What follows belongs to an exercise in optimizing a design on an open flow for small area, a short achievable clock period and few clock cycles per item; a production flow would make more cautious choices. Only simulation tests tie the RTL to the original design; equivalence was not proved.

`design/flow/run.sh`:
```
#!/bin/bash
# synth_recipe.tcl (not shown) runs the flow's synth.tcl, then flattens the netlist and writes it again
# the make line also repeats each setting of config.mk as NAME=value (left out here)
make -C /OpenROAD-flow-scripts/flow DESIGN_CONFIG=/design/flow/config.mk WORK_HOME=/design/flow/orfs CLKGATE_MAP_FILE= SYNTH_SCRIPT=/design/flow/synth_recipe.tcl finish
```
`design/flow/config.mk`:
```
export PLATFORM = sky130hd
export DESIGN_NAME = decoder_3nrm_mld_final_v3
export DESIGN_NICKNAME = decoder_3nrm_mld_final_v3
export VERILOG_FILES = /design/flow/design.v
export SDC_FILE = /design/flow/constraint.sdc
export NUM_CORES = 4
export LEC_CHECK = 0
export ABC_AREA = 1
export ABC_CLOCK_PERIOD_IN_PS = 20000
export CAP_MARGIN = 20
export CORE_MARGIN = 2
export CORE_UTILIZATION = 40
export SLEW_MARGIN = 20
export SYNTH_MEMORY_MAX_BITS = 65536
```
`design/flow/constraint.sdc`:
```
create_clock -name core_clock -period 110.0 [get_ports {clk}]
set_input_delay 22.0000 -clock core_clock [delete_from_list [all_inputs] [get_ports {clk}]]
set_output_delay 22.0000 -clock core_clock [all_outputs]
set_load 0.01 [all_outputs]
```
`design/flow/design.v`:
```
module decoder_3nrm_mld_final_v3 (
    input wire clk,
    input wire rst_n,
    input wire start,
    input wire [63:0] residues_in,
    output reg [15:0] data_out,
    output reg valid,
    output reg uncorrectable
);
function automatic [24:0] rca(input [23:0] a, input [23:0] b, input ci);
  rca = {1'b0, a} + {1'b0, b} + {24'd0, ci};
endfunction
function automatic [23:0] csa3(input [23:0] a, input [23:0] b, input [23:0] c);
  reg [24:0] t;
  begin
    t = rca(a ^ b ^ c, {((a & b) | (a & c) | (b & c)), 1'b0}, 1'b0);
    csa3 = t[23:0];
  end
endfunction
function automatic [23:0] csa4(input [23:0] a, input [23:0] b, input [23:0] c, input [23:0] d);
  reg [23:0] s, k;
  begin
    s = a ^ b ^ c; k = {((a & b) | (a & c) | (b & c)), 1'b0};
    csa4 = csa3(s, k, d);
  end
endfunction
function automatic [23:0] csa5(input [23:0] a, input [23:0] b, input [23:0] c, input [23:0] d, input [23:0] e);
  reg [23:0] s, k;
  begin
    s = a ^ b ^ c; k = {((a & b) | (a & c) | (b & c)), 1'b0};
    csa5 = csa4(s, k, d, e);
  end
endfunction
function automatic [23:0] csa6(input [23:0] a, input [23:0] b, input [23:0] c, input [23:0] d, input [23:0] e, input [23:0] f);
  reg [23:0] s1, k1, s2, k2;
  begin
    s1 = a ^ b ^ c; k1 = {((a & b) | (a & c) | (b & c)), 1'b0};
    s2 = d ^ e ^ f; k2 = {((d & e) | (d & f) | (e & f)), 1'b0};
    csa6 = csa4(s1, k1, s2, k2);
  end
endfunction
function automatic [23:0] csa7(input [23:0] a, input [23:0] b, input [23:0] c, input [23:0] d, input [23:0] e, input [23:0] f, input [23:0] g);
  reg [23:0] s1, k1, s2, k2;
  begin
    s1 = a ^ b ^ c; k1 = {((a & b) | (a & c) | (b & c)), 1'b0};
    s2 = d ^ e ^ f; k2 = {((d & e) | (d & f) | (e & f)), 1'b0};
    csa7 = csa5(s1, k1, s2, k2, g);
  end
endfunction
  function automatic ge(input [23:0] a, input [23:0] b);    
    reg [24:0] t;
    begin t = rca(a, ~b, 1'b1); ge = t[24]; end
  endfunction
  function automatic [7:0] modmul(input [7:0] x, input [6:0] c, input [1:0] ms);
    reg [23:0] p0,p1,p2,p3,p4,p5,p6, pr, s; reg [24:0] t;
    begin
      p0 = c[0] ? {16'd0, x} : 24'd0;
      p1 = c[1] ? {15'd0, x, 1'd0} : 24'd0;
      p2 = c[2] ? {14'd0, x, 2'd0} : 24'd0;
      p3 = c[3] ? {13'd0, x, 3'd0} : 24'd0;
      p4 = c[4] ? {12'd0, x, 4'd0} : 24'd0;
      p5 = c[5] ? {11'd0, x, 5'd0} : 24'd0;
      p6 = c[6] ? {10'd0, x, 6'd0} : 24'd0;
      pr = csa7(p0, p1, p2, p3, p4, p5, p6);      
      case (ms)
        2'd0: modmul = {2'b0, pr[5:0]};
        2'd1: begin  
          s = csa3({18'd0, pr[5:0]}, {18'd0, pr[11:6]}, {21'd0, pr[14:12]});
          s = csa3({18'd0, s[5:0]}, {22'd0, s[7:6]}, 24'd0);             
          modmul = s[7:0];
        end
        2'd2: begin  
          s = csa3({18'd0, pr[5:0]}, {18'd0, 6'h3f ^ pr[11:6]}, {21'd0, pr[14:12]});
          s = rca(s, 24'd67, 1'b0);
          t = rca(s, ~24'd130, 1'b1); if (t[24]) s = t[23:0];
          modmul = s[7:0];
        end
        default: begin  
          s = csa3({19'd0, pr[4:0]}, {19'd0, pr[9:5]}, {19'd0, pr[14:10]});    
          s = csa3({19'd0, s[4:0]}, {22'd0, s[6:5]}, 24'd0);                  
          modmul = s[7:0];
        end
      endcase
    end
  endfunction
  reg [5:0] r0, r1; reg [6:0] r2; reg [4:0] r3, r4, r5, r6, r7; reg [3:0] r8;
  always @(posedge clk) begin
    r0 <= residues_in[63:58]; r1 <= residues_in[57:52]; r2 <= residues_in[51:45];
    r3 <= residues_in[44:40]; r4 <= residues_in[39:35]; r5 <= residues_in[34:30];
    r6 <= residues_in[29:25]; r7 <= residues_in[24:20]; r8 <= residues_in[19:16];
  end
  reg busy;
  reg [4:0] g;        
  reg bf;             
  reg [4:0] bl;       
  reg bbig;           
  reg bfl;            
  reg [7:0] wq; reg [6:0] br; reg [1:0] mr, ur, dmr;    
  reg [1:0] uc;       
  reg [2:0] pt;       
  reg [1:0] xc;       
  always @* begin
    case (g)
      5'd1: begin uc=2'd1; pt=3'd3; xc=2'd2; end
      5'd2: begin uc=2'd0; pt=3'd0; xc=2'd0; end
      5'd3: begin uc=2'd0; pt=3'd1; xc=2'd0; end
      5'd4: begin uc=2'd0; pt=3'd2; xc=2'd0; end
      5'd5: begin uc=2'd1; pt=3'd0; xc=2'd0; end
      5'd6: begin uc=2'd1; pt=3'd2; xc=2'd0; end
      5'd7: begin uc=2'd1; pt=3'd3; xc=2'd0; end
      5'd8: begin uc=2'd1; pt=3'd3; xc=2'd1; end
      5'd9: begin uc=2'd1; pt=3'd1; xc=2'd0; end
      5'd10: begin uc=2'd2; pt=3'd0; xc=2'd0; end
      5'd11: begin uc=2'd2; pt=3'd1; xc=2'd0; end
      5'd12: begin uc=2'd2; pt=3'd3; xc=2'd0; end
      5'd13: begin uc=2'd1; pt=3'd4; xc=2'd0; end
      5'd14: begin uc=2'd2; pt=3'd2; xc=2'd0; end
      5'd15: begin uc=2'd1; pt=3'd4; xc=2'd1; end
      5'd16: begin uc=2'd2; pt=3'd3; xc=2'd1; end
      5'd17: begin uc=2'd2; pt=3'd3; xc=2'd2; end
      5'd18: begin uc=2'd1; pt=3'd4; xc=2'd2; end
      5'd19: begin uc=2'd1; pt=3'd5; xc=2'd0; end
      default: begin uc=2'd0; pt=3'd0; xc=2'd0; end
    endcase
  end
  wire u3 = (uc == 2'd0), u4 = (uc == 2'd1), u5 = (uc == 2'd2);
  wire [4:0] ru = u3 ? r3 : u4 ? r4 : r5;
  wire [24:0] d0w = rca({18'd0, r0}, ~{19'd0, ru}, 1'b1);
  wire [5:0] d0 = d0w[5:0];
  wire [23:0] l0a = {18'd0, d0[0], 5'd0};
  wire [23:0] l0b = u4 ? {18'd0, d0[1:0], 4'd0} : 24'd0;
  wire [23:0] l0c = (u4 | u5) ? {18'd0, d0[3:0], 2'd0} : 24'd0;
  wire [23:0] l0d = u5 ? {18'd0, d0[4:0], 1'd0} : 24'd0;
  wire [23:0] l0e = u3 ? {18'd0, ~d0} : {18'd0, d0};
  wire [23:0] l0s = csa5(l0a, l0b, l0c, l0d, l0e);
  wire [24:0] l0t = rca(l0s, 24'd0, u3);
  wire [5:0] v0 = l0t[5:0];
  wire [24:0] d1w = rca({18'd0, r1}, ~{19'd0, ru}, 1'b1);
  wire [24:0] d1f = rca({18'd0, d1w[5:0]}, 24'd63, 1'b0);
  wire [5:0] d1 = d1w[24] ? d1w[5:0] : d1f[5:0];             
  wire [5:0] d1r0 = d1, d1r1 = {d1[4:0], d1[5]}, d1r3 = {d1[2:0], d1[5:3]}, d1r4 = {d1[1:0], d1[5:2]}, d1r5 = {d1[0], d1[5:1]};
  wire [5:0] l1a = u3 ? ~d1r1 : d1r1;
  wire [5:0] l1b = u4 ? d1r4 : u5 ? d1r0 : 6'd0;
  wire [5:0] l1c = u4 ? d1r5 : u5 ? d1r3 : 6'd0;
  wire [5:0] l1s = l1a ^ l1b ^ l1c;
  wire [5:0] l1k = (l1a & l1b) | (l1a & l1c) | (l1b & l1c);
  wire [24:0] l1t = rca({18'd0, l1s}, {18'd0, l1k[4:0], l1k[5]}, 1'b0);
  wire [24:0] l1u = rca({18'd0, l1t[5:0]}, 24'd0, l1t[6]);
  wire [5:0] v1 = (l1u[5:0] == 6'd63) ? 6'd0 : l1u[5:0];
  wire [24:0] d2w = rca({17'd0, r2}, ~{19'd0, ru}, 1'b1);
  wire [24:0] d2f = rca({17'd0, d2w[6:0]}, 24'd65, 1'b0);
  wire [6:0] d2 = d2w[24] ? d2w[6:0] : d2f[6:0];             
  wire [23:0] l2s = csa4({17'd0, d2}, (u3 | u5) ? {13'd0, d2, 4'd0} : 24'd0, u3 ? {15'd0, d2, 2'd0} : 24'd0, u4 ? {14'd0, d2, 3'd0} : 24'd0);
  wire [23:0] l2f = csa3({18'd0, l2s[5:0]}, {19'd0, ~l2s[10:6]}, 24'd34);    
  wire [24:0] l2g = rca(l2f, ~24'd65, 1'b1);
  wire [6:0] v2 = l2g[24] ? l2g[6:0] : l2f[6:0];
  wire [24:0] d3w = rca({19'd0, r3}, ~{19'd0, ru}, 1'b1);
  wire [24:0] d3f = rca({19'd0, d3w[4:0]}, 24'd31, 1'b0);
  wire [4:0] d3 = d3w[24] ? d3w[4:0] : d3f[4:0];             
  wire [4:0] d3r0 = d3, d3r1 = {d3[3:0], d3[4]}, d3r3 = {d3[1:0], d3[4:2]}, d3r4 = {d3[0], d3[4:1]};
  wire [4:0] l3a = u5 ? d3r4 : ~d3r4;
  wire [4:0] l3b = u5 ? d3r3 : 5'd0;
  wire [4:0] l3c = u5 ? d3r1 : 5'd0;
  wire [4:0] l3d = u5 ? d3r0 : 5'd0;
  wire [4:0] l3s1 = l3a ^ l3b ^ l3c, l3k1 = (l3a & l3b) | (l3a & l3c) | (l3b & l3c);
  wire [4:0] l3c1 = {l3k1[3:0], l3k1[4]};
  wire [4:0] l3s2 = l3s1 ^ l3c1 ^ l3d, l3k2 = (l3s1 & l3c1) | (l3s1 & l3d) | (l3c1 & l3d);
  wire [24:0] l3t = rca({19'd0, l3s2}, {19'd0, l3k2[3:0], l3k2[4]}, 1'b0);
  wire [24:0] l3u = rca({19'd0, l3t[4:0]}, 24'd0, l3t[5]);
  wire [4:0] v3 = (l3u[4:0] == 5'd31) ? 5'd0 : l3u[4:0];
  wire [24:0] d5w = rca({19'd0, r5}, ~{19'd0, r4}, 1'b1);
  wire [24:0] d5f = rca({18'd0, d5w[5:0]}, 24'd23, 1'b0);    
  wire [24:0] d5g = rca({18'd0, d5w[5:0]}, 24'd46, 1'b0);
  wire [4:0] d5 = d5w[24] ? d5w[4:0] : ~d5f[5] ? d5f[4:0] : d5g[4:0];    
  wire [6:0] q5 = {d5, 2'b0};
  wire [24:0] q5a = rca({17'd0, q5}, ~24'd69, 1'b1);
  wire [24:0] q5b = rca({17'd0, q5}, ~24'd46, 1'b1);
  wire [24:0] q5c = rca({17'd0, q5}, ~24'd23, 1'b1);
  wire [4:0] v5 = q5a[24] ? q5a[4:0] : q5b[24] ? q5b[4:0] : q5c[24] ? q5c[4:0] : q5[4:0];
  wire [6:0] vx = (xc == 2'd0) ? {1'b0, v0} : (xc == 2'd1) ? {1'b0, v1} : v2;
  reg [6:0] da, db, dc; reg [7:0] doff; reg [1:0] dms;
  always @* case (pt)
    3'd0: begin da = {1'b0, v1}; db = {1'b0, v0}; dc = 7'd1; doff = 8'd127; dms = 2'd1; end
    3'd1: begin da = {1'b0, v0}; db = v2; dc = 7'd1; doff = 8'd131; dms = 2'd2; end
    3'd2: begin da = v2; db = {1'b0, v1}; dc = 7'd32; doff = 8'd131; dms = 2'd2; end
    3'd3: begin da = {2'b0, v3}; db = vx; dc = (xc == 2'd0) ? 7'd16 : (xc == 2'd1) ? 7'd1 : 7'd21; doff = 8'd94; dms = 2'd3; end
    3'd4: begin da = vx; db = {2'b0, v5}; dc = (xc == 2'd0) ? 7'd39 : (xc == 2'd1) ? 7'd11 : 7'd17;
                doff = (xc == 2'd0) ? 8'd65 : (xc == 2'd1) ? 8'd64 : 8'd66; dms = xc; end
    default: begin da = {2'b0, v3}; db = {2'b0, v5}; dc = 7'd27; doff = 8'd32; dms = 2'd3; end
  endcase
  wire [23:0] dxw = csa3({17'd0, da}, {16'd0, doff}, {16'd0, 1'b1, ~db});
  wire [7:0] wd = modmul(dxw[7:0], dc, dms);
  wire [6:0] base = (pt == 3'd2) ? {1'b0, v1} : (pt == 3'd3) ? vx : (pt[2]) ? {2'b0, v5} : {1'b0, v0};
  wire [1:0] mbs = (pt == 3'd2) ? 2'd1 : (pt == 3'd3) ? xc : (pt[2]) ? 2'd3 : 2'd0;
  wire [24:0] e1w = rca({18'd0, r1}, ~{18'd0, r0}, 1'b1);
  wire [24:0] e1m = rca({18'd0, e1w[5:0]}, 24'd63, 1'b0);
  wire [5:0] b2 = e1w[24] ? e1w[5:0] : e1m[5:0];
  wire [23:0] z0w = csa5({17'd0, r0, 1'b0}, {16'd0, 2'b11, ~r1}, {16'd0, 1'b1, ~r2}, {22'd0, ~e1w[24], 1'b0}, 24'd132);
  wire [8:0] z0 = z0w[8:0];
  wire [24:0] z195 = rca({15'd0, z0}, ~24'd195, 1'b1);
  wire [24:0] z130 = rca({15'd0, z0}, ~24'd130, 1'b1);
  wire [24:0] z65 = rca({15'd0, z0}, ~24'd65, 1'b1);
  wire [6:0] z1 = z195[24] ? z195[6:0] : z130[24] ? z130[6:0] : z65[24] ? z65[6:0] : z0[6:0];
  wire [5:0] zk = z1[6:1];
  wire [24:0] b3o = rca(24'd32, ~{18'd0, zk}, 1'b1);
  wire [24:0] b3e = rca(24'd65, ~{18'd0, zk}, 1'b1);
  wire [6:0] b3 = z1[0] ? b3o[6:0] : (zk == 6'd0) ? 7'd0 : b3e[6:0];
  wire [23:0] y012 = csa3({12'd0, b3[5:0], 6'd0}, {18'd0, b2}, {12'd0, 5'h1f, ~b3});
  wire [24:0] y012p = rca(y012, 24'd1, 1'b0);
  wire [17:0] x012 = {y012p[11:0], r0};
  wire [6:0] mdig = (dmr == 2'd1) ? 7'd63 : (dmr == 2'd2) ? 7'd65 : (dmr == 2'd3) ? 7'd31 : 7'd127;
  wire [24:0] wqs = rca({16'd0, wq}, ~{17'd0, mdig}, 1'b1);
  wire [6:0] wr = (wqs[24] && dmr != 2'd0) ? wqs[6:0] : wq[6:0];
  wire [23:0] wm = (mr == 2'd3) ? ~{14'd0, rca({17'd0, wr}, {14'd0, wr, 3'd0}, 1'b0)} : (mr == 2'd1) ? ~{17'd0, wr} : (mr == 2'd2) ? {17'd0, wr} : 24'd0;
  wire [23:0] wsh = (mr == 2'd3) ? {12'd0, wr, 5'd0} : {11'd0, wr, 6'd0};
  wire [23:0] Ws = csa3(wsh, {17'd0, br}, wm);
  wire [24:0] Ww = rca(Ws, 24'd0, mr[0]);
  wire [12:0] W = Ww[12:0];
  wire [4:0] rur = (ur == 2'd0) ? r3 : (ur == 2'd1) ? r4 : r5;
  wire [23:0] kW = (ur == 2'd0) ? {11'd0, W} : (ur == 2'd1) ? csa3({11'd0, W}, {10'd0, W, 1'b0}, 24'd0) : csa3({11'd0, W}, {8'd0, W, 3'b0}, 24'd0);
  wire [23:0] Xs = csa3({6'd0, W, 5'd0}, {19'd0, rur}, ~kW);
  wire [24:0] Xw = rca(Xs, 24'd0, 1'b1);
  wire [17:0] X = (g == 5'd1) ? x012 : Xw[17:0];
  wire [8:0] mt;
  chk_all u_chk (.X(X), .r0(r0), .r1(r1), .r2(r2), .r3(r3), .r4(r4), .r5(r5), .r6(r6), .r7(r7), .r8(r8), .mt(mt));
  wire [2:0] ps1 = mt[2:0] ^ mt[5:3] ^ mt[8:6];
  wire [2:0] pk1 = (mt[2:0] & mt[5:3]) | (mt[2:0] & mt[8:6]) | (mt[5:3] & mt[8:6]);
  wire ones = ps1[0] ^ ps1[1] ^ ps1[2];
  wire onec = (ps1[0] & ps1[1]) | (ps1[0] & ps1[2]) | (ps1[1] & ps1[2]);
  wire twos = pk1[0] ^ pk1[1] ^ pk1[2];
  wire twoc = (pk1[0] & pk1[1]) | (pk1[0] & pk1[2]) | (pk1[1] & pk1[2]);
  wire t2s = onec ^ twos, t2c = onec & twos;
  wire [3:0] nm = {twoc & t2c, (twoc ^ t2c), t2s, ones};
  wire dle2 = nm[3] | (nm[2] & nm[1] & nm[0]);    
  wire deq3 = ~nm[3] & nm[2] & nm[1] & ~nm[0];    
  wire big = X[17] | X[16];
  reg [4:0] lex;
  always @* begin
    case (g)
      5'd1: lex=5'd0;
      5'd2: lex=5'd16;
      5'd3: lex=5'd1;
      5'd4: lex=5'd4;
      5'd5: lex=5'd10;
      5'd6: lex=5'd2;
      5'd7: lex=5'd11;
      5'd8: lex=5'd7;
      5'd9: lex=5'd13;
      5'd10: lex=5'd5;
      5'd11: lex=5'd3;
      5'd12: lex=5'd6;
      5'd13: lex=5'd8;
      5'd14: lex=5'd9;
      5'd15: lex=5'd12;
      5'd16: lex=5'd15;
      5'd17: lex=5'd14;
      5'd18: lex=5'd17;
      5'd19: lex=5'd18;
      5'd20: lex=5'd19;
      default: lex = 5'd0;
    endcase
  end
  wire run = busy;
  wire upd = deq3 && (!bf || !ge({19'd0, lex}, {19'd0, bl}));
  wire nbf = bf | upd;
  wire [4:0] nbl = upd ? lex : bl;
  reg fl;
  always @* begin
    case (mt)
      9'd63: fl = 1'b1;
      9'd95: fl = 1'b1;
      9'd159: fl = 1'b1;
      9'd287: fl = 1'b1;
      9'd111: fl = 1'b1;
      9'd175: fl = 1'b1;
      9'd303: fl = 1'b1;
      9'd207: fl = 1'b1;
      9'd335: fl = 1'b1;
      9'd399: fl = 1'b1;
      9'd119: fl = 1'b1;
      9'd183: fl = 1'b1;
      9'd311: fl = 1'b1;
      9'd215: fl = 1'b1;
      9'd343: fl = 1'b1;
      9'd407: fl = 1'b1;
      9'd231: fl = 1'b1;
      9'd359: fl = 1'b1;
      9'd423: fl = 1'b1;
      9'd123: fl = 1'b1;
      9'd187: fl = 1'b1;
      9'd219: fl = 1'b1;
      9'd125: fl = 1'b1;
      9'd189: fl = 1'b1;
      9'd221: fl = 1'b1;
      9'd126: fl = 1'b1;
      9'd190: fl = 1'b1;
      9'd222: fl = 1'b1;
      default: fl = 1'b0;
    endcase
  end
  wire nbfl = upd ? fl : bfl;
  reg [4:0] nexit;
  always @* begin
    case ({nbfl, nbl})
      {1'b0,5'd0}: nexit = 5'd10;
      {1'b0,5'd1}: nexit = 5'd10;
      {1'b0,5'd2}: nexit = 5'd10;
      {1'b0,5'd3}: nexit = 5'd11;
      {1'b0,5'd4}: nexit = 5'd11;
      {1'b0,5'd5}: nexit = 5'd11;
      {1'b0,5'd6}: nexit = 5'd12;
      {1'b0,5'd7}: nexit = 5'd12;
      {1'b0,5'd8}: nexit = 5'd13;
      {1'b0,5'd9}: nexit = 5'd14;
      {1'b0,5'd10}: nexit = 5'd14;
      {1'b0,5'd11}: nexit = 5'd14;
      {1'b0,5'd12}: nexit = 5'd15;
      {1'b0,5'd13}: nexit = 5'd15;
      {1'b0,5'd14}: nexit = 5'd17;
      {1'b0,5'd15}: nexit = 5'd17;
      {1'b0,5'd16}: nexit = 5'd17;
      {1'b0,5'd17}: nexit = 5'd18;
      {1'b0,5'd18}: nexit = 5'd19;
      {1'b0,5'd19}: nexit = 5'd20;
      {1'b1,5'd0}: nexit = 5'd1;
      {1'b1,5'd1}: nexit = 5'd3;
      {1'b1,5'd2}: nexit = 5'd6;
      {1'b1,5'd3}: nexit = 5'd11;
      {1'b1,5'd4}: nexit = 5'd11;
      {1'b1,5'd5}: nexit = 5'd11;
      {1'b1,5'd6}: nexit = 5'd12;
      {1'b1,5'd7}: nexit = 5'd12;
      {1'b1,5'd8}: nexit = 5'd13;
      {1'b1,5'd9}: nexit = 5'd14;
      {1'b1,5'd10}: nexit = 5'd14;
      {1'b1,5'd11}: nexit = 5'd14;
      {1'b1,5'd12}: nexit = 5'd15;
      {1'b1,5'd13}: nexit = 5'd15;
      {1'b1,5'd14}: nexit = 5'd17;
      {1'b1,5'd15}: nexit = 5'd17;
      {1'b1,5'd16}: nexit = 5'd17;
      {1'b1,5'd17}: nexit = 5'd18;
      {1'b1,5'd18}: nexit = 5'd19;
      {1'b1,5'd19}: nexit = 5'd20;
      default: nexit = 5'd0;
    endcase
  end
  wire fin = run & (dle2 | (nbf & ge({19'd0, g}, {19'd0, nexit})) | (g == 5'd20));
  always @(posedge clk or negedge rst_n) begin
    if (!rst_n) begin
      busy <= 1'b0; valid <= 1'b0;
    end else begin
      valid <= fin;
      busy <= busy ? !fin : start;
    end
  end
  wire [24:0] ginc = rca({19'd0, g}, 24'd0, 1'b1);
  always @(posedge clk) begin
    wq <= wd; dmr <= dms; br <= base; mr <= mbs; ur <= uc;
    if (!busy) g <= 5'd1; else g <= ginc[4:0];
    if (!run) begin
      bf <= 1'b0;
    end else begin
      bf <= nbf; bl <= nbl; bfl <= nbfl;
      if (dle2 | upd) begin data_out <= X[15:0]; bbig <= big; end
      if (fin) uncorrectable <= (dle2 | upd) ? big : bf ? bbig : 1'b1;
    end
  end
endmodule
module c64(input [17:0] X, input [5:0] r, output e); assign e = X[5:0] == r; endmodule
module c63(input [17:0] X, input [5:0] r, output e);
  wire [5:0] x0 = X[5:0], x1 = X[11:6], x2 = X[17:12], rr = ~r;
  wire [5:0] s1 = x0 ^ x1 ^ x2, k1 = (x0 & x1) | (x0 & x2) | (x1 & x2);
  wire [5:0] c1 = {k1[4:0], k1[5]};
  wire [5:0] s2 = s1 ^ c1 ^ rr, k2 = (s1 & c1) | (s1 & rr) | (c1 & rr);
  wire [5:0] c2 = {k2[4:0], k2[5]};
  assign e = (&(s2 ^ c2)) | ~(|(s2 | c2)) | (&(s2 & c2));
endmodule
module c31(input [17:0] X, input [4:0] r, output e);
  wire [4:0] x0 = X[4:0], x1 = X[9:5], x2 = X[14:10], x3 = {2'b0, X[17:15]}, rr = ~r;
  wire [4:0] s1 = x0 ^ x1 ^ x2, k1 = (x0 & x1) | (x0 & x2) | (x1 & x2);
  wire [4:0] c1 = {k1[3:0], k1[4]};
  wire [4:0] s2 = x3 ^ rr ^ s1, k2 = (x3 & rr) | (x3 & s1) | (rr & s1);
  wire [4:0] c2 = {k2[3:0], k2[4]};
  wire [4:0] s3 = c1 ^ c2 ^ s2, k3 = (c1 & c2) | (c1 & s2) | (c2 & s2);
  wire [4:0] c3 = {k3[3:0], k3[4]};
  assign e = (&(s3 ^ c3)) | ~(|(s3 | c3)) | (&(s3 & c3));
endmodule
module c65(input [17:0] X, input [6:0] r, output e);
  function automatic [24:0] rca(input [23:0] a, input [23:0] b, input ci);
  integer i; reg c;
  begin
    c = ci;
    for (i = 0; i < 24; i = i + 1) begin
      rca[i] = a[i] ^ b[i] ^ c;
      c = (a[i] & b[i]) | (a[i] & c) | (b[i] & c);
    end
    rca[24] = c;
  end
endfunction
function automatic [23:0] csa3(input [23:0] a, input [23:0] b, input [23:0] c);
  reg [24:0] t;
  begin
    t = rca(a ^ b ^ c, {((a & b) | (a & c) | (b & c)), 1'b0}, 1'b0);
    csa3 = t[23:0];
  end
endfunction
function automatic [23:0] csa4(input [23:0] a, input [23:0] b, input [23:0] c, input [23:0] d);
  reg [23:0] s, k;
  begin
    s = a ^ b ^ c; k = {((a & b) | (a & c) | (b & c)), 1'b0};
    csa4 = csa3(s, k, d);
  end
endfunction
function automatic [23:0] csa5(input [23:0] a, input [23:0] b, input [23:0] c, input [23:0] d, input [23:0] e);
  reg [23:0] s, k;
  begin
    s = a ^ b ^ c; k = {((a & b) | (a & c) | (b & c)), 1'b0};
    csa5 = csa4(s, k, d, e);
  end
endfunction
function automatic [23:0] csa6(input [23:0] a, input [23:0] b, input [23:0] c, input [23:0] d, input [23:0] e, input [23:0] f);
  reg [23:0] s1, k1, s2, k2;
  begin
    s1 = a ^ b ^ c; k1 = {((a & b) | (a & c) | (b & c)), 1'b0};
    s2 = d ^ e ^ f; k2 = {((d & e) | (d & f) | (e & f)), 1'b0};
    csa6 = csa4(s1, k1, s2, k2);
  end
endfunction
function automatic [23:0] csa7(input [23:0] a, input [23:0] b, input [23:0] c, input [23:0] d, input [23:0] e, input [23:0] f, input [23:0] g);
  reg [23:0] s1, k1, s2, k2;
  begin
    s1 = a ^ b ^ c; k1 = {((a & b) | (a & c) | (b & c)), 1'b0};
    s2 = d ^ e ^ f; k2 = {((d & e) | (d & f) | (e & f)), 1'b0};
    csa7 = csa5(s1, k1, s2, k2, g);
  end
endfunction
  wire [8:0] S = csa4({3'd0,X[5:0]}, {3'd0,X[17:12]}, {3'd0,~X[11:6]}, {2'd0,~r});
  assign e = (S == 9'd125) | (S == 9'd190) | (S == 9'd255);
endmodule
module c17(input [17:0] X, input [4:0] r, output e);
  function automatic [24:0] rca(input [23:0] a, input [23:0] b, input ci);
  integer i; reg c;
  begin
    c = ci;
    for (i = 0; i < 24; i = i + 1) begin
      rca[i] = a[i] ^ b[i] ^ c;
      c = (a[i] & b[i]) | (a[i] & c) | (b[i] & c);
    end
    rca[24] = c;
  end
endfunction
function automatic [23:0] csa3(input [23:0] a, input [23:0] b, input [23:0] c);
  reg [24:0] t;
  begin
    t = rca(a ^ b ^ c, {((a & b) | (a & c) | (b & c)), 1'b0}, 1'b0);
    csa3 = t[23:0];
  end
endfunction
function automatic [23:0] csa4(input [23:0] a, input [23:0] b, input [23:0] c, input [23:0] d);
  reg [23:0] s, k;
  begin
    s = a ^ b ^ c; k = {((a & b) | (a & c) | (b & c)), 1'b0};
    csa4 = csa3(s, k, d);
  end
endfunction
function automatic [23:0] csa5(input [23:0] a, input [23:0] b, input [23:0] c, input [23:0] d, input [23:0] e);
  reg [23:0] s, k;
  begin
    s = a ^ b ^ c; k = {((a & b) | (a & c) | (b & c)), 1'b0};
    csa5 = csa4(s, k, d, e);
  end
endfunction
function automatic [23:0] csa6(input [23:0] a, input [23:0] b, input [23:0] c, input [23:0] d, input [23:0] e, input [23:0] f);
  reg [23:0] s1, k1, s2, k2;
  begin
    s1 = a ^ b ^ c; k1 = {((a & b) | (a & c) | (b & c)), 1'b0};
    s2 = d ^ e ^ f; k2 = {((d & e) | (d & f) | (e & f)), 1'b0};
    csa6 = csa4(s1, k1, s2, k2);
  end
endfunction
function automatic [23:0] csa7(input [23:0] a, input [23:0] b, input [23:0] c, input [23:0] d, input [23:0] e, input [23:0] f, input [23:0] g);
  reg [23:0] s1, k1, s2, k2;
  begin
    s1 = a ^ b ^ c; k1 = {((a & b) | (a & c) | (b & c)), 1'b0};
    s2 = d ^ e ^ f; k2 = {((d & e) | (d & f) | (e & f)), 1'b0};
    csa7 = csa5(s1, k1, s2, k2, g);
  end
endfunction
  wire [6:0] S = csa6({3'd0,X[3:0]}, {3'd0,~X[7:4]}, {3'd0,X[11:8]}, {3'd0,~X[15:12]}, {5'd0,X[17:16]}, {2'd0,~r});
  assign e = (S == 7'd10) | (S == 7'd27) | (S == 7'd44) | (S == 7'd61) | (S == 7'd78);
endmodule
module c11(input [17:0] X, input [3:0] r, output e);
  function automatic [24:0] rca(input [23:0] a, input [23:0] b, input ci);
  integer i; reg c;
  begin
    c = ci;
    for (i = 0; i < 24; i = i + 1) begin
      rca[i] = a[i] ^ b[i] ^ c;
      c = (a[i] & b[i]) | (a[i] & c) | (b[i] & c);
    end
    rca[24] = c;
  end
endfunction
function automatic [23:0] csa3(input [23:0] a, input [23:0] b, input [23:0] c);
  reg [24:0] t;
  begin
    t = rca(a ^ b ^ c, {((a & b) | (a & c) | (b & c)), 1'b0}, 1'b0);
    csa3 = t[23:0];
  end
endfunction
function automatic [23:0] csa4(input [23:0] a, input [23:0] b, input [23:0] c, input [23:0] d);
  reg [23:0] s, k;
  begin
    s = a ^ b ^ c; k = {((a & b) | (a & c) | (b & c)), 1'b0};
    csa4 = csa3(s, k, d);
  end
endfunction
function automatic [23:0] csa5(input [23:0] a, input [23:0] b, input [23:0] c, input [23:0] d, input [23:0] e);
  reg [23:0] s, k;
  begin
    s = a ^ b ^ c; k = {((a & b) | (a & c) | (b & c)), 1'b0};
    csa5 = csa4(s, k, d, e);
  end
endfunction
function automatic [23:0] csa6(input [23:0] a, input [23:0] b, input [23:0] c, input [23:0] d, input [23:0] e, input [23:0] f);
  reg [23:0] s1, k1, s2, k2;
  begin
    s1 = a ^ b ^ c; k1 = {((a & b) | (a & c) | (b & c)), 1'b0};
    s2 = d ^ e ^ f; k2 = {((d & e) | (d & f) | (e & f)), 1'b0};
    csa6 = csa4(s1, k1, s2, k2);
  end
endfunction
function automatic [23:0] csa7(input [23:0] a, input [23:0] b, input [23:0] c, input [23:0] d, input [23:0] e, input [23:0] f, input [23:0] g);
  reg [23:0] s1, k1, s2, k2;
  begin
    s1 = a ^ b ^ c; k1 = {((a & b) | (a & c) | (b & c)), 1'b0};
    s2 = d ^ e ^ f; k2 = {((d & e) | (d & f) | (e & f)), 1'b0};
    csa7 = csa5(s1, k1, s2, k2, g);
  end
endfunction
  wire [6:0] S = csa5({2'd0,X[4:0]}, {2'd0,~X[9:5]}, {2'd0,X[14:10]}, {4'd0,~X[17:15]}, {3'd0,~r});
  assign e = (S==7'd9)|(S==7'd20)|(S==7'd31)|(S==7'd42)|(S==7'd53)|(S==7'd64)|(S==7'd75)|(S==7'd86)|(S==7'd97)|(S==7'd108);
endmodule
module c19(input [17:0] X, input [4:0] r, output e);
  function automatic [24:0] rca(input [23:0] a, input [23:0] b, input ci);
  integer i; reg c;
  begin
    c = ci;
    for (i = 0; i < 24; i = i + 1) begin
      rca[i] = a[i] ^ b[i] ^ c;
      c = (a[i] & b[i]) | (a[i] & c) | (b[i] & c);
    end
    rca[24] = c;
  end
endfunction
function automatic [23:0] csa3(input [23:0] a, input [23:0] b, input [23:0] c);
  reg [24:0] t;
  begin
    t = rca(a ^ b ^ c, {((a & b) | (a & c) | (b & c)), 1'b0}, 1'b0);
    csa3 = t[23:0];
  end
endfunction
function automatic [23:0] csa4(input [23:0] a, input [23:0] b, input [23:0] c, input [23:0] d);
  reg [23:0] s, k;
  begin
    s = a ^ b ^ c; k = {((a & b) | (a & c) | (b & c)), 1'b0};
    csa4 = csa3(s, k, d);
  end
endfunction
function automatic [23:0] csa5(input [23:0] a, input [23:0] b, input [23:0] c, input [23:0] d, input [23:0] e);
  reg [23:0] s, k;
  begin
    s = a ^ b ^ c; k = {((a & b) | (a & c) | (b & c)), 1'b0};
    csa5 = csa4(s, k, d, e);
  end
endfunction
function automatic [23:0] csa6(input [23:0] a, input [23:0] b, input [23:0] c, input [23:0] d, input [23:0] e, input [23:0] f);
  reg [23:0] s1, k1, s2, k2;
  begin
    s1 = a ^ b ^ c; k1 = {((a & b) | (a & c) | (b & c)), 1'b0};
    s2 = d ^ e ^ f; k2 = {((d & e) | (d & f) | (e & f)), 1'b0};
    csa6 = csa4(s1, k1, s2, k2);
  end
endfunction
function automatic [23:0] csa7(input [23:0] a, input [23:0] b, input [23:0] c, input [23:0] d, input [23:0] e, input [23:0] f, input [23:0] g);
  reg [23:0] s1, k1, s2, k2;
  begin
    s1 = a ^ b ^ c; k1 = {((a & b) | (a & c) | (b & c)), 1'b0};
    s2 = d ^ e ^ f; k2 = {((d & e) | (d & f) | (e & f)), 1'b0};
    csa7 = csa5(s1, k1, s2, k2, g);
  end
endfunction
  wire [24:0] s1w = rca({15'd0, X[8:0]}, {15'd0, ~X[17:9]}, 1'b0);
  wire [9:0] S1 = s1w[9:0];
  wire [5:0] l = S1[5:0]; wire [3:0] h = S1[9:6];
  wire [7:0] S = csa4({2'd0,l}, {1'd0,h,3'd0}, {4'd0,~h}, {3'd0,~r});
  assign e = (S==8'd6)|(S==8'd25)|(S==8'd44)|(S==8'd63)|(S==8'd82)|(S==8'd101)|(S==8'd120)|(S==8'd139)|(S==8'd158)|(S==8'd177)|(S==8'd196)|(S==8'd215);
endmodule
module c23(input [17:0] X, input [4:0] r, output e);
  function automatic [24:0] rca(input [23:0] a, input [23:0] b, input ci);
  integer i; reg c;
  begin
    c = ci;
    for (i = 0; i < 24; i = i + 1) begin
      rca[i] = a[i] ^ b[i] ^ c;
      c = (a[i] & b[i]) | (a[i] & c) | (b[i] & c);
    end
    rca[24] = c;
  end
endfunction
function automatic [23:0] csa3(input [23:0] a, input [23:0] b, input [23:0] c);
  reg [24:0] t;
  begin
    t = rca(a ^ b ^ c, {((a & b) | (a & c) | (b & c)), 1'b0}, 1'b0);
    csa3 = t[23:0];
  end
endfunction
function automatic [23:0] csa4(input [23:0] a, input [23:0] b, input [23:0] c, input [23:0] d);
  reg [23:0] s, k;
  begin
    s = a ^ b ^ c; k = {((a & b) | (a & c) | (b & c)), 1'b0};
    csa4 = csa3(s, k, d);
  end
endfunction
function automatic [23:0] csa5(input [23:0] a, input [23:0] b, input [23:0] c, input [23:0] d, input [23:0] e);
  reg [23:0] s, k;
  begin
    s = a ^ b ^ c; k = {((a & b) | (a & c) | (b & c)), 1'b0};
    csa5 = csa4(s, k, d, e);
  end
endfunction
function automatic [23:0] csa6(input [23:0] a, input [23:0] b, input [23:0] c, input [23:0] d, input [23:0] e, input [23:0] f);
  reg [23:0] s1, k1, s2, k2;
  begin
    s1 = a ^ b ^ c; k1 = {((a & b) | (a & c) | (b & c)), 1'b0};
    s2 = d ^ e ^ f; k2 = {((d & e) | (d & f) | (e & f)), 1'b0};
    csa6 = csa4(s1, k1, s2, k2);
  end
endfunction
function automatic [23:0] csa7(input [23:0] a, input [23:0] b, input [23:0] c, input [23:0] d, input [23:0] e, input [23:0] f, input [23:0] g);
  reg [23:0] s1, k1, s2, k2;
  begin
    s1 = a ^ b ^ c; k1 = {((a & b) | (a & c) | (b & c)), 1'b0};
    s2 = d ^ e ^ f; k2 = {((d & e) | (d & f) | (e & f)), 1'b0};
    csa7 = csa5(s1, k1, s2, k2, g);
  end
endfunction
  wire [24:0] s1w = rca({13'd0, X[10:0]}, {17'd0, X[17:11]}, 1'b0);
  wire [11:0] S1 = s1w[11:0];
  wire [5:0] l = S1[5:0]; wire [5:0] h = S1[11:6];
  wire [8:0] S2 = csa3({3'd0,l}, {1'd0,~h,2'd0}, {3'd0,~h}) ;
  wire [5:0] l2 = S2[5:0]; wire [2:0] h2 = S2[8:6];
  wire [7:0] S = csa4({2'd0,l2}, {3'd0,~h2,2'd0}, {5'd0,~h2}, {3'd0,~r});
  assign e = (S==8'd13)|(S==8'd36)|(S==8'd59)|(S==8'd82)|(S==8'd105)|(S==8'd128);
endmodule
module c29(input [17:0] X, input [4:0] r, output e);
  function automatic [24:0] rca(input [23:0] a, input [23:0] b, input ci);
  integer i; reg c;
  begin
    c = ci;
    for (i = 0; i < 24; i = i + 1) begin
      rca[i] = a[i] ^ b[i] ^ c;
      c = (a[i] & b[i]) | (a[i] & c) | (b[i] & c);
    end
    rca[24] = c;
  end
endfunction
function automatic [23:0] csa3(input [23:0] a, input [23:0] b, input [23:0] c);
  reg [24:0] t;
  begin
    t = rca(a ^ b ^ c, {((a & b) | (a & c) | (b & c)), 1'b0}, 1'b0);
    csa3 = t[23:0];
  end
endfunction
function automatic [23:0] csa4(input [23:0] a, input [23:0] b, input [23:0] c, input [23:0] d);
  reg [23:0] s, k;
  begin
    s = a ^ b ^ c; k = {((a & b) | (a & c) | (b & c)), 1'b0};
    csa4 = csa3(s, k, d);
  end
endfunction
function automatic [23:0] csa5(input [23:0] a, input [23:0] b, input [23:0] c, input [23:0] d, input [23:0] e);
  reg [23:0] s, k;
  begin
    s = a ^ b ^ c; k = {((a & b) | (a & c) | (b & c)), 1'b0};
    csa5 = csa4(s, k, d, e);
  end
endfunction
function automatic [23:0] csa6(input [23:0] a, input [23:0] b, input [23:0] c, input [23:0] d, input [23:0] e, input [23:0] f);
  reg [23:0] s1, k1, s2, k2;
  begin
    s1 = a ^ b ^ c; k1 = {((a & b) | (a & c) | (b & c)), 1'b0};
    s2 = d ^ e ^ f; k2 = {((d & e) | (d & f) | (e & f)), 1'b0};
    csa6 = csa4(s1, k1, s2, k2);
  end
endfunction
function automatic [23:0] csa7(input [23:0] a, input [23:0] b, input [23:0] c, input [23:0] d, input [23:0] e, input [23:0] f, input [23:0] g);
  reg [23:0] s1, k1, s2, k2;
  begin
    s1 = a ^ b ^ c; k1 = {((a & b) | (a & c) | (b & c)), 1'b0};
    s2 = d ^ e ^ f; k2 = {((d & e) | (d & f) | (e & f)), 1'b0};
    csa7 = csa5(s1, k1, s2, k2, g);
  end
endfunction
  wire [8:0] S = csa7({4'd0,X[4:0]}, {4'd0,X[9:5]}, {3'd0,X[9:5],1'b0}, {5'd0,X[13:10]}, {2'd0,X[13:10],3'd0}, {5'd0,~X[17:14]}, {4'd0,~r});
  assign e = (S==9'd17)|(S==9'd46)|(S==9'd75)|(S==9'd104)|(S==9'd133)|(S==9'd162)|(S==9'd191)|(S==9'd220)|(S==9'd249)|(S==9'd278);
endmodule
module chk_all(input [17:0] X, input [5:0] r0, input [5:0] r1, input [6:0] r2, input [4:0] r3, input [4:0] r4,
  input [4:0] r5, input [4:0] r6, input [4:0] r7, input [3:0] r8, output [8:0] mt);
  c64 u0(X,r0,mt[0]); c63 u1(X,r1,mt[1]); c65 u2(X,r2,mt[2]); c31 u3(X,r3,mt[3]); c29 u4(X,r4,mt[4]);
  c23 u5(X,r5,mt[5]); c19 u6(X,r6,mt[6]); c17 u7(X,r7,mt[7]); c11 u8(X,r8,mt[8]);
endmodule
```
==> flow_summary.ini <==
[outcome]
outcome = no timing/DRC/antenna violations

[synthesis]
synth.cells.most_frequent = 748 x inv_1, 560 x nand2_1, 413 x ha_1, 280 x nor2_1, 243 x fa_1
postSynth.asyncResetShare_pct = 1.770
synth_top_area_cell = ha_1
yosysTopAreaCellShare_pct = 21.13
synth-seq-cells = 113
synth_area_leaders = ha_1 21%, fa_1 20%, inv_1 11%, nand2_1 8.6%, dfxtp_1 7.1%
synth_flop_cell = dfxtp_1
synth_edf_count = 24
yosysSeqAreaShare_pct = 10.27
syn_area_um2 = 24450
synth.distinct_cells = 67
synthesis.nets = 4007
yosysMostFrequentCell = inv_1
yosysWarnings = 7
syn_inst = 3284
avgSynthCellArea_um2 = 7.446

[die]
die_y_um = 251.2
die_w_um = 251.2
rows = 90
ios = 85
start_util_pct = 40.51
coreArea_um2 = 60360
die-area_um2 = 63120

[drt]
drtAntennaViolNets = 0
vias = 20160
first_iter_violations = 918
viasPerCell = 4.854
routed_wl_um = 60130
post_drt_wl_per_cell_um = 14.48
drc = 0
drt_first_pass_iters = 5

[timing]
finalWorstSetupSlack_ns = 86.65
finalSetupViolCount = 0
finalHoldViolations = 0
skew_ns = 0.01664
tightestPinTransition_ns = 0.9584
rsz0062_at_grt = false
drv_slew = 0
period_share_pct = 21.22
period_needed_ns = 23.35
clock.fmax_mhz = 42.83
max_slew_margin_pct = 36.11
finalSetupTns_ns = 0
fin_hold_ws_ns = 0.4791

[clock_network]
cts-root-buf = clkbuf_16
clockBufferDepth = 2
tritoncts = built
cts_resized = 0
clk_pin_slew_ns = 0.06
htreeDepth = 4
cts_setup_buffers = 0
cts-buffers-inserted = 17
insertion_delay_ns = 0.49
clock-sinks = 113
cts_hold_buf = 0

[critical_path]
worstPathArrival_ns = 1.35
crit_family = buffers and inverters
slowest_delay_ns = 0.54
required_ns = 88.00
ff2ff_setup_slack_ns = 86.96
cp_num_buf_inv = 1
cp_cell_sequence = clkdlybuf4s50_1
startpoint_type = flop
cp-end-kind = output pin
critical_path.max_fanout = 1
slowest_stage = clkdlybuf4s50_1
crit_type = reg2out

[global_routing]
grt_max_degree = 32
grt_pass1_vias = 19930
grt_pass1_wl_um = 100000
gr-usage-all-layers_pct = 19.84
antenna_found_initial = 0
grt-ovfl-total = 0

[worst_hold_path]
hold_path.class = reg2reg

[placement]
dp_cells = 4121
dp_hpwl_um = 51120
place_ws_ns = 86.95
port-buffer-count = 68
globalplace.congestion = 0.9167

[finish]
antenna_cells = 0
fin_nets = 4081
final_cell_count_no_fill = 4153
fin_util_pct = 44.24
area_growth_pct = 9.211
drive_gt1_share_pct = 3.975

[run]
maxCapViolations = 0
## per-stage QoR
step                instance area, um2
finish                           26700
global route                     26700
CTS                              26700
detailed placement               26110
global placement                 26110
floorplan                        24450
## layout make-up
type | instances | area [um2]
Tap cell | 782 | 978.4
Inverter | 766 | 2885
Sequential cell | 113 | 2512
Fill cell | 6251 | 33650
Clock inverter | 11 | 88.84
Clock buffer | 21 | 503.0
Multi-Input combinational cell | 2378 | 18950
Timing Repair Buffer | 82 | 785.8
## sequential cells by signal (all words and copies together), names as in the netlist, 4 cells and up
| name | flops |
|---|---|
| lex | 5 |
| r7 | 5 |
| bl | 5 |
| g | 5 |
| r6 | 5 |
| wq | 8 |
| r8 | 4 |
| r4 | 5 |
| data_out | 16 |
| r1 | 6 |
| r2 | 7 |
| r3 | 5 |
| br | 7 |
| r5 | 5 |
| r0 | 6 |
## placed cells by master (no fill, tap or decap), types with 9 or more instances in the layout
| cell type | Yosys | final |
|---|---|---|
| o211ai_1 | 15 | 15 |
| clkdlybuf4s50_1 | 0 | 68 |
| a31oi_1 | 12 | 12 |
| or2_2 | 22 | 22 |
| clkbuf_16 | 0 | 19 |
| o21ai_0 | 149 | 144 |
| nand4_1 | 25 | 25 |
| xnor2_1 | 54 | 54 |
| o22ai_1 | 20 | 20 |
| nand2_4 | 14 | 14 |
| inv_1 | 748 | 748 |
| ha_1 | 413 | 413 |
| nand2_1 | 560 | 560 |
| fa_1 | 243 | 243 |
| a21oi_1 | 160 | 160 |
| nand3_1 | 117 | 117 |
| nor3_1 | 22 | 22 |
| nand2_2 | 10 | 10 |
| o21ai_1 | 10 | 15 |
| nor2_1 | 280 | 280 |
| o21ai_2 | 9 | 9 |
| o2111ai_1 | 10 | 10 |
| buf_4 | 0 | 14 |
| edfxtp_1 | 24 | 24 |
| o21bai_1 | 19 | 19 |
| xor2_1 | 115 | 115 |
| inv_2 | 11 | 11 |
| dfxtp_1 | 87 | 87 |
## path summary, 6_finish.rpt
check	end	startpoint	depth (start not counted)
max in group asynchronous	busy$_DFF_PN0_	rst_n	1
worst min register to register	ur[1]$_DFF_P_	uc[1]$_DFF_P_	0
worst min-delay path	ur[1]$_DFF_P_	uc[1]$_DFF_P_	0
min in group asynchronous	valid$_DFF_PN0_	rst_n	1
worst max register to register	uncorrectable$_DFFE_PP_	dmr[1]$_DFF_P_	115
worst max-delay path	uncorrectable	uncorrectable$_DFFE_PP_	1
## kinds of logic after synthesis
kind of cell,count (synthesis),share of synthesized area [%]
flip-flops,113,10.27
adder cells (fa/ha/maj),656,41.03
AO/OA/AOI/OAI,462,11.10
AND/OR/NAND/NOR,1085,18.98
buffers and inverters,793,12.22
multiplexers,4,0.1637
XOR/XNOR,171,6.232
## routing by layer
layer	GRT usage [%]	vias to the layer above	wire, um
met2	34.89	343	28860
li1	-	10470	-
met5	0	-	0
met1	25.32	9272	27680
met4	6.820	0	1480
met3	1.967	75	2108
Testbench counts, summed over its fixed seeds: cycles 2,836, items 480.

[afterwards: timing with drivers on the ports]
In the flow no input, the clock included, has a driving cell. The finished layout below was timed again as built, in two steps. Step 1 assumes that a clkbuf_16 drives the clock port and a buf_2 every other input. Step 2 moves the port delays by t, midway between the first and last clock arrival at a register: inputs arrive t later, outputs are due t later. That takes back most of the time a late clock gives input paths. a / b / c = ideal / step 1 / step 2; a / b = the first two.
shift t [ns]: 0.541
slack for setup (ns): 86.655 / 86.593 / 86.963
clock arrival spread, ns: 0.018 / 0.018
worst slew at a driven data input, ns: 0.04
pins driven straight from the clock port: 1
After both steps this run still meets setup and hold. The setup slack of this run moves by -0.062 ns with the drivers and by +0.308 ns with both steps.
